What follows belongs to an exercise in optimizing a design on an open flow for small area and a short achievable clock period; a production flow would make more cautious choices.
The RTL was checked by simulation tests, not by an equivalence proof against the original design.
Power is estimated from default activity; no workload was simulated.

## oak
==> flow/design.v <==
module TopLevel (
    input  logic        clk, rst,
    output logic [31:0] imem_addr,
    input  logic [31:0] imem_rdata,
    output logic [31:0] dmem_addr,
    output logic [31:0] dmem_wdata,
    output logic [3:0]  dmem_wstrb,
    output logic        dmem_re,
    input  logic [31:0] dmem_rdata
);
  logic [31:0] ins;
  logic [4:0]  op, rs1a, rs2a, rda;
  logic [2:0]  f3;
  assign ins  = imem_rdata;
  assign op   = ins[6:2];
  assign f3   = ins[14:12];
  assign rs1a = ins[19:15];
  assign rs2a = ins[24:20];
  assign rda  = ins[11:7];
  logic is_load, is_store, is_branch, is_jal, is_jalr, is_lui, is_auipc;
  assign is_load   = ~op[4] & ~op[3] & ~op[2];    
  assign is_store  = ~op[4] &  op[3] & ~op[2];    
  assign is_branch =  op[4] & ~op[0];             
  assign is_jal    =  op[4] &  op[1];             
  assign is_jalr   =  op[4] &  op[0] & ~op[1];    
  assign is_lui    =  op[3] &  op[2] &  op[0];    
  assign is_auipc  = ~op[3] &  op[2] &  op[0];    
  logic reg_wr;
  assign reg_wr = ~is_store & ~is_branch;
  logic [31:0] immI, immU, immC;
  assign immI = {{20{ins[31]}}, ins[31:20]};
  assign immU = {ins[31:12], 12'b0};
  always_comb begin
    if (is_branch)   immC = {{20{ins[31]}}, ins[7], ins[30:25], ins[11:8], 1'b0};
    else if (is_jal) immC = {{12{ins[31]}}, ins[19:12], ins[20], ins[30:21], 1'b0};
    else             immC = immU;
  end
  logic [31:0] wd, wdg;
  logic [31:0] rfq [0:31];
  assign wdg    = rst ? 32'd0 : wd;
  assign rfq[0] = 32'd0;
  genvar gi;
  generate
    for (gi = 1; gi < 32; gi = gi + 1) begin : g_rf
      logic [31:0] q;
      always_ff @(posedge clk)
        if (rst | (reg_wr & (rda == gi))) q <= wdg;
      assign rfq[gi] = q;
    end
  endgenerate
  logic [31:0] rs1, rs2;
  always_comb begin
    rs1 = 32'd0;
    rs2 = 32'd0;
    for (int k = 1; k < 32; k++) begin
      rs1 = rs1 | (rfq[k] & {32{rs1a == k[4:0]}});
      rs2 = rs2 | (rfq[k] & {32{rs2a == k[4:0]}});
    end
  end
  logic [31:1] pc;
  logic [31:0] pc4, pcadd, npc;
  assign imem_addr = {pc, 1'b0};
  assign pc4       = {pc[31:2] + 30'd1, pc[1], 1'b0};
  assign pcadd     = {pc, 1'b0} + immC;
  logic [31:0] addr;
  assign addr = rs1 + {immI[31:5], is_store ? ins[11:7] : ins[24:20]};
  logic [31:0] opb, sum, shin, shr, shres, alu;
  logic        sub_en, carry, lt, ltu, eq, cond;
  assign opb    = op[3] ? rs2 : immI;                  
  assign sub_en = op[4] | f3[1] | (op[3] & ins[30]);
  assign {carry, sum} = {1'b0, rs1} + {1'b0, opb ^ {32{sub_en}}} + {32'd0, sub_en};
  assign ltu    = ~carry;
  assign lt     = (rs1[31] ^ opb[31]) ? rs1[31] : sum[31];
  assign eq     = (rs1 == rs2);
  always_comb
    if (f3[2]) cond = (f3[1] ? ltu : lt) ^ f3[0];
    else       cond = eq ^ f3[0];
  always_comb begin
    for (int k = 0; k < 32; k++) shin[k] = f3[2] ? rs1[k] : rs1[31-k];
  end
  assign shr = 32'($signed({f3[2] & ins[30] & rs1[31], shin}) >>> opb[4:0]);
  always_comb begin
    for (int k = 0; k < 32; k++) shres[k] = f3[2] ? shr[k] : shr[31-k];
  end
  always_comb
    case (f3)
      3'b000:  alu = sum;
      3'b001:  alu = shres;
      3'b010:  alu = {31'd0, lt};
      3'b011:  alu = {31'd0, ltu};
      3'b100:  alu = rs1 ^ opb;
      3'b101:  alu = shres;
      3'b110:  alu = rs1 | opb;
      default: alu = rs1 & opb;
    endcase
  logic [7:0]  lbyte;
  logic [15:0] lhalf;
  logic [31:0] ld;
  always_comb begin
    case (addr[1:0])
      2'b00:   lbyte = dmem_rdata[7:0];
      2'b01:   lbyte = dmem_rdata[15:8];
      2'b10:   lbyte = dmem_rdata[23:16];
      default: lbyte = dmem_rdata[31:24];
    endcase
    lhalf = addr[1] ? dmem_rdata[31:16] : dmem_rdata[15:0];
    if (f3[1])      ld = dmem_rdata;
    else if (f3[0]) ld = {{16{~f3[2] & lhalf[15]}}, lhalf};
    else            ld = {{24{~f3[2] & lbyte[7]}}, lbyte};
  end
  assign dmem_addr  = addr;
  assign dmem_re    = is_load;
  assign dmem_wdata = f3[1] ? rs2 : f3[0] ? {2{rs2[15:0]}} : {4{rs2[7:0]}};
  always_comb begin
    if (!is_store)  dmem_wstrb = 4'b0000;
    else if (f3[1]) dmem_wstrb = 4'b1111;
    else if (f3[0]) dmem_wstrb = addr[1] ? 4'b1100 : 4'b0011;
    else            dmem_wstrb = 4'b0001 << addr[1:0];
  end
  always_comb begin
    if (op[4])                wd = pc4;                   
    else if (~op[2])          wd = ld;                    
    else if (op[0])           wd = op[3] ? immU : pcadd;  
    else                      wd = alu;                   
  end
  always_comb begin
    if (is_jalr)                         npc = {addr[31:1], 1'b0};
    else if (is_jal | (is_branch & cond)) npc = pcadd;
    else                                 npc = pc4;
  end
  always_ff @(posedge clk)
    if (rst) pc <= 31'd0;
    else     pc <= npc[31:1];
endmodule
export LEC_CHECK = 0
export CAP_MARGIN = 20
export CORE_MARGIN = 2
export CORE_UTILIZATION = 40
export SETUP_SLACK_MARGIN = 5
export SLEW_MARGIN = 20
create_clock -name core_clock -period 15.0 [get_ports {clk}]
run.sh (not shown) runs the stock make flow with config.mk's settings and CLKGATE_MAP_FILE= SYNTH_SCRIPT=/design/flow/synth_recipe.tcl, a recipe that flattens the netlist after the stock synthesis.
## Diff of input files: pine against oak
Settings: a deleted SETUP_SLACK_MARGIN that had been 5.
==> comparison <==
- Going from oak to pine, the power was found to have gone down by 2.6%.
- Compare pine and oak | total routing resource utilization after global routing higher: oak
- Minimum setup slack among reg-to-reg paths down 0.86 ns in pine wrt oak
- On pine: clock-buffer cell count is 6.1% higher than what oak gave.
- Changes observed in pine relative to oak: total via count after detailed routing now sits lower, die area closely matched the old numbers, switching part of the total decreased 0.74 points.

TopLevel, a different RTL version from the one above (not shown whole).
For scale: about 4900 cells after synthesis, roughly 0.055 mm² of cells after synthesis.
export LEC_CHECK = 0
export CAP_MARGIN = 10
export CORE_MARGIN = 2
export CORE_UTILIZATION = 55
export CTS_BUF_LIST = sky130_fd_sc_hd__clkbuf_8
export PLACE_DENSITY = 0.75
export SLEW_MARGIN = 10
export SYNTH_HIERARCHICAL = 1
export SYNTH_MINIMUM_KEEP_SIZE = 0
create_clock -name core_clock -period 15.0 [get_ports {clk}]
standard.sh (not shown) runs the stock make flow with config.mk's settings and CLKGATE_MAP_FILE= SYNTH_SCRIPT=/design/flow/synth_recipe.tcl, a recipe that flattens the netlist after the stock synthesis.
==> flow/flow/run.sh <==
#!/bin/bash
# The standard layout with these changes:
#  - the port buffers are buf_4 cells (buffer_ports' own pick is a slow delay cell);
#  - timing repair aims SETUP_SLACK_MARGIN below the clock period;
#  - clock tree synthesis inserts no dummy loads.
# The full make output goes to standard_flow.log; ORFS's own logs are under orfs/logs.
set -euo pipefail
cd "$(dirname "$0")/.."
bash standard.sh \
  "BUFFER_PORTS_ARGS=-buffer_cell sky130_fd_sc_hd__buf_4" \
  SETUP_SLACK_MARGIN=5 \
  "CTS_ARGS=-sink_clustering_enable -repair_clock_nets -buf_list sky130_fd_sc_hd__clkbuf_8 -dont_use_dummy_load" \
  finish > standard_flow.log 2>&1
The starting point reached the layout checks and failed them: capacitance limit, slew limit.
Edit:
--- a/flow/config.mk
+++ b/flow/config.mk
@@ -7,3 +7,3 @@
 export LEC_CHECK = 0
-export CAP_MARGIN = 10
+export CAP_MARGIN = 20
 export CORE_MARGIN = 2
@@ -12,3 +12,3 @@
 export PLACE_DENSITY = 0.75
-export SLEW_MARGIN = 10
+export SLEW_MARGIN = 20
 export SYNTH_HIERARCHICAL = 1
Result:
- Now the flow passed the timing, DRC and antenna checks
- die area does not change
- sequential cell count is unchanged
- worst setup slack barely changes
- count of clock-buffer cells in the layout rises by 2
- worst hold slack hardly moves
- register-to-register slack is about the same
- clock power barely changes
- sequential power is about the same
- total power went up by 0.34%

== yarrow ==
TopLevel, a different RTL version from the one above (not shown whole).
Size: roughly 4900 cells after synthesis, ~170 I/O pins, ~56000 µm² of cells after synthesis.
==> flow/config.mk <==
export PLATFORM = sky130hd
export DESIGN_NAME = TopLevel
export DESIGN_NICKNAME = TopLevel
export VERILOG_FILES = /design/flow/design.v
export SDC_FILE = /design/flow/constraint.sdc
export NUM_CORES = 4
export LEC_CHECK = 0
export CAP_MARGIN = 15
export CORE_MARGIN = 2
export CORE_UTILIZATION = 55
export CTS_BUF_LIST = sky130_fd_sc_hd__clkbuf_8
export PLACE_DENSITY = 0.75
export SLEW_MARGIN = 15
export SYNTH_HIERARCHICAL = 1
export SYNTH_MINIMUM_KEEP_SIZE = 0
==> flow/constraint.sdc <==
create_clock -name core_clock -period 15.0 [get_ports {clk}]
set_input_delay 3.0000 -clock core_clock [delete_from_list [all_inputs] [get_ports {clk}]]
set_output_delay 3.0000 -clock core_clock [all_outputs]
set_load 0.01 [all_outputs]
==> flow/flow/run.sh <==
#!/bin/bash
# The standard layout with these changes:
#  - the port buffers are buf_2 cells (buffer_ports' own pick is a slow delay cell);
#  - timing repair aims SETUP_SLACK_MARGIN below the clock period;
#  - clock tree synthesis inserts no dummy loads and clusters up to 16 sinks per leaf buffer.
# The full make output goes to standard_flow.log; ORFS's own logs are under orfs/logs.
set -euo pipefail
cd "$(dirname "$0")/.."
bash standard.sh \
  "BUFFER_PORTS_ARGS=-buffer_cell sky130_fd_sc_hd__buf_2" \
  SETUP_SLACK_MARGIN=5.5 \
  "CTS_ARGS=-sink_clustering_enable -repair_clock_nets -buf_list sky130_fd_sc_hd__clkbuf_8 -sink_clustering_size 16 -sink_clustering_max_diameter 90 -dont_use_dummy_load" \
  finish > standard_flow.log 2>&1
Both conditions hold for yarrow: the flow ran to the end and the final layout passed the timing, DRC and antenna checks.
Here is what was changed in the inputs of cedar compared with yarrow.
Settings: a change of SLEW_MARGIN from 15 to 20; a change of CAP_MARGIN from 15 to 20.
==> flow/flow/run.sh <==
#!/bin/bash
# The standard layout with these changes:
#  - the port buffers are buf_4 cells (buffer_ports' own pick is a slow delay cell);
#  - timing repair aims SETUP_SLACK_MARGIN below the clock period;
#  - clock tree synthesis inserts no dummy loads.
# The full make output goes to standard_flow.log; ORFS's own logs are under orfs/logs.
set -euo pipefail
cd "$(dirname "$0")/.."
bash standard.sh \
  "BUFFER_PORTS_ARGS=-buffer_cell sky130_fd_sc_hd__buf_4" \
  SETUP_SLACK_MARGIN=5.5 \
  "CTS_ARGS=-sink_clustering_enable -repair_clock_nets -buf_list sky130_fd_sc_hd__clkbuf_8 -dont_use_dummy_load" \
  finish > standard_flow.log 2>&1
==> comparison <==
- As far as detailed router's first-iteration violation count is concerned, cedar and yarrow perform about the same.
- yarrow → cedar: global placer's final weighted congestion moved down, share of power burned in the clock network moved up, count of clock-buffer cells in the layout moved up.
- Delta(largest net degree at the start of global routing, cedar - yarrow) > 0
- Relative to yarrow, post-place setup slack increased by 0.017 ns in cedar.
Input changes introduced in nickel (baseline for comparison: cedar):
Settings: CAP_MARGIN: 20 -> 15; SLEW_MARGIN: 20 -> 15.
==> flow/flow/run.sh <==
#!/bin/bash
# The standard layout with these changes:
#  - the port buffers are buf_2 cells (buffer_ports' own pick is a slow delay cell);
#  - timing repair aims SETUP_SLACK_MARGIN below the clock period;
#  - clock tree synthesis inserts no dummy loads and clusters up to 14 sinks per leaf buffer.
# The full make output goes to standard_flow.log; ORFS's own logs are under orfs/logs.
set -euo pipefail
cd "$(dirname "$0")/.."
bash standard.sh \
  "BUFFER_PORTS_ARGS=-buffer_cell sky130_fd_sc_hd__buf_2" \
  SETUP_SLACK_MARGIN=5.5 \
  "CTS_ARGS=-sink_clustering_enable -repair_clock_nets -buf_list sky130_fd_sc_hd__clkbuf_8 -sink_clustering_size 14 -sink_clustering_max_diameter 80 -dont_use_dummy_load" \
  finish > standard_flow.log 2>&1
Notes after the runs:
nickel did not stop at any stage, and its layout met the timing, DRC and antenna checks. Comparing nickel and cedar, the lower net load switching power is on nickel. The core utilization of nickel falls short of that of cedar by 1.8 points. The switching fraction of total power in nickel was higher than what cedar gave. Relative to cedar, met3 routed wirelength decreased by about 1.8% in nickel. The net count after synthesis was comparable across nickel and cedar. nickel — wire length of the first global-routing pass about 3.6% lower, cedar as reference.
Modified inputs, garnet compared to nickel
Settings: CAP_MARGIN: 15 -> 20; SLEW_MARGIN: 15 -> 20; TNS_END_PERCENT: unset -> 10.
Findings:
The final layout from garnet, which completed every stage, passed the timing, DRC and antenna checks at the end of the flow. [compare] base=nickel new=garnet: switching power as a share of total power comparable; layout overhead on the synthesized area comparable; transition time at the pin with the least slew margin now larger. Status: part of the power in the clock network parity (garnet, nickel). | routed length on met3 | higher: garnet |. Delta (garnet minus nickel): first-pass iteration count of the detailed router -2; utilization essentially unchanged; setup slack increased by 0.028 ns relative to the old numbers; largest stage delay on the critical path about even.

TopLevel, a different RTL version from the one above (not shown whole).
Size: ~5100 cells after synthesis, about 170 I/O pins.
Settings: LEC_CHECK=0, CAP_MARGIN=10, CORE_MARGIN=2, CORE_UTILIZATION=55, CTS_BUF_LIST=sky130_fd_sc_hd__clkbuf_8, PLACE_DENSITY=0.75, SLEW_MARGIN=10, SYNTH_HIERARCHICAL=1, SYNTH_MINIMUM_KEEP_SIZE=0; clock period 15.0 ns.
==> flow/flow/run.sh <==
#!/bin/bash
# The standard layout with two changes: the port buffers are buf_4 cells (buffer_ports'
# own pick is a slow delay cell), and timing repair aims SETUP_SLACK_MARGIN below the period.
# The full make output goes to standard_flow.log; ORFS's own logs are under orfs/logs.
set -euo pipefail
cd "$(dirname "$0")/.."
bash standard.sh "BUFFER_PORTS_ARGS=-buffer_cell sky130_fd_sc_hd__buf_4" SETUP_SLACK_MARGIN=5 finish > standard_flow.log 2>&1
The starting point ran to the end with no violations.
Next try:
==> flow/run.sh (new file) <==
#!/bin/bash
# synth_recipe.tcl (not shown) runs the flow's synth.tcl, then flattens the netlist and writes it again
# the make line also repeats each setting of config.mk as NAME=value (left out here)
make -C /OpenROAD-flow-scripts/flow DESIGN_CONFIG=/design/flow/config.mk WORK_HOME=/design/flow/orfs CLKGATE_MAP_FILE= SYNTH_SCRIPT=/design/flow/synth_recipe.tcl finish
CAP_MARGIN = 20   (was 10)
CORE_UTILIZATION = 40   (was 55)
CTS_BUF_LIST = default   (was sky130_fd_sc_hd__clkbuf_8)
PLACE_DENSITY = default   (was 0.75)
SETUP_SLACK_MARGIN = 5   (was default)
SLEW_MARGIN = 20   (was 10)
removed: flow/flow/run.sh
removed: flow/standard.sh
- The changed run produced a clean layout
- area after synthesis stays the same
- total power is higher by 7.4%
- die area went up by 37%
- count of clock-buffer cells in the layout fell by 32
- wire length went up by 3.8%
- cell area is higher by 6.2%
- setup slack improves by 32 ps
- via count barely changes
Next try:
==> flow/flow/run.sh (new file) <==
#!/bin/bash
# The standard layout with two changes: the port buffers are buf_4 cells (buffer_ports'
# own pick is a slow delay cell), and timing repair aims SETUP_SLACK_MARGIN below the period.
# The full make output goes to standard_flow.log; ORFS's own logs are under orfs/logs.
set -euo pipefail
cd "$(dirname "$0")/.."
bash standard.sh "BUFFER_PORTS_ARGS=-buffer_cell sky130_fd_sc_hd__buf_4" SETUP_SLACK_MARGIN=5 finish > standard_flow.log 2>&1
==> flow/standard.sh (new file) <==
#!/bin/bash
# synth_recipe.tcl (not shown) runs the flow's synth.tcl, then flattens the netlist and writes it again
# the make line also repeats each setting of config.mk as NAME=value (left out here)
make -C /OpenROAD-flow-scripts/flow DESIGN_CONFIG=/design/flow/config.mk WORK_HOME=/design/flow/orfs CLKGATE_MAP_FILE= SYNTH_SCRIPT=/design/flow/synth_recipe.tcl "${@:-finish}"
CAP_MARGIN = 10   (was 20)
CTS_BUF_LIST = sky130_fd_sc_hd__clkbuf_8   (was default)
SETUP_SLACK_MARGIN = default   (was 5)
SLEW_MARGIN = 10   (was 20)
removed: flow/run.sh
After rerunning: Sequential power is about the same. Via count fell by 0.66%. Worst setup slack gains 34 ps. Non-clock buffer count fell by 114. Routed wire length fell by 1.1%. Design area fell by 4.2%.

[what the ideal ports hide]
Ports are ideal in the flow. The routed layouts listed here were re-timed in OpenROAD.
Step 1, drivers: a clkbuf_16 drives clk and a buf_2 each remaining input, both assumed.
Step 2, shift: input delay + t, output delay - t, t = (earliest + latest rising clock arrival at the registers) / 2. This alone moves slack from input paths to output paths.
a / b / c = no drivers / after step 1 / after step 2; a / b = the first two.
run	t (ns)	slack for setup (ns)	slew at the worst register clock pin (ns)
oak	0.821	4.022 / 3.901 / 3.901	0.07 / 0.07
pine	0.792	0.766 / 0.720 / 0.720	0.07 / 0.07
the first run of note 2	0.897	4.796 / 4.764 / 4.098	0.07 / 0.07
the second run of note 2	0.905	4.798 / 4.767 / 4.132	0.07 / 0.07
yarrow	0.796	5.395 / 5.350 / 4.717	0.11 / 0.11
cedar	0.923	5.343 / 5.295 / 4.689	0.07 / 0.07
nickel	0.807	5.301 / 5.346 / 4.539	0.10 / 0.10
garnet	0.831	5.329 / 5.380 / 4.554	0.10 / 0.10
the first run of note 4	0.929	4.788 / 4.761 / 3.995	0.07 / 0.07
the second run of note 4	0.832	4.820 / 4.838 / 4.028	0.07 / 0.07
the third run of note 4	0.975	4.854 / 4.824 / 4.159	0.07 / 0.07
For the first run of note 4, which loses most, drivers alone change the setup slack by -0.027 ns; drivers and shift together by -0.793 ns.
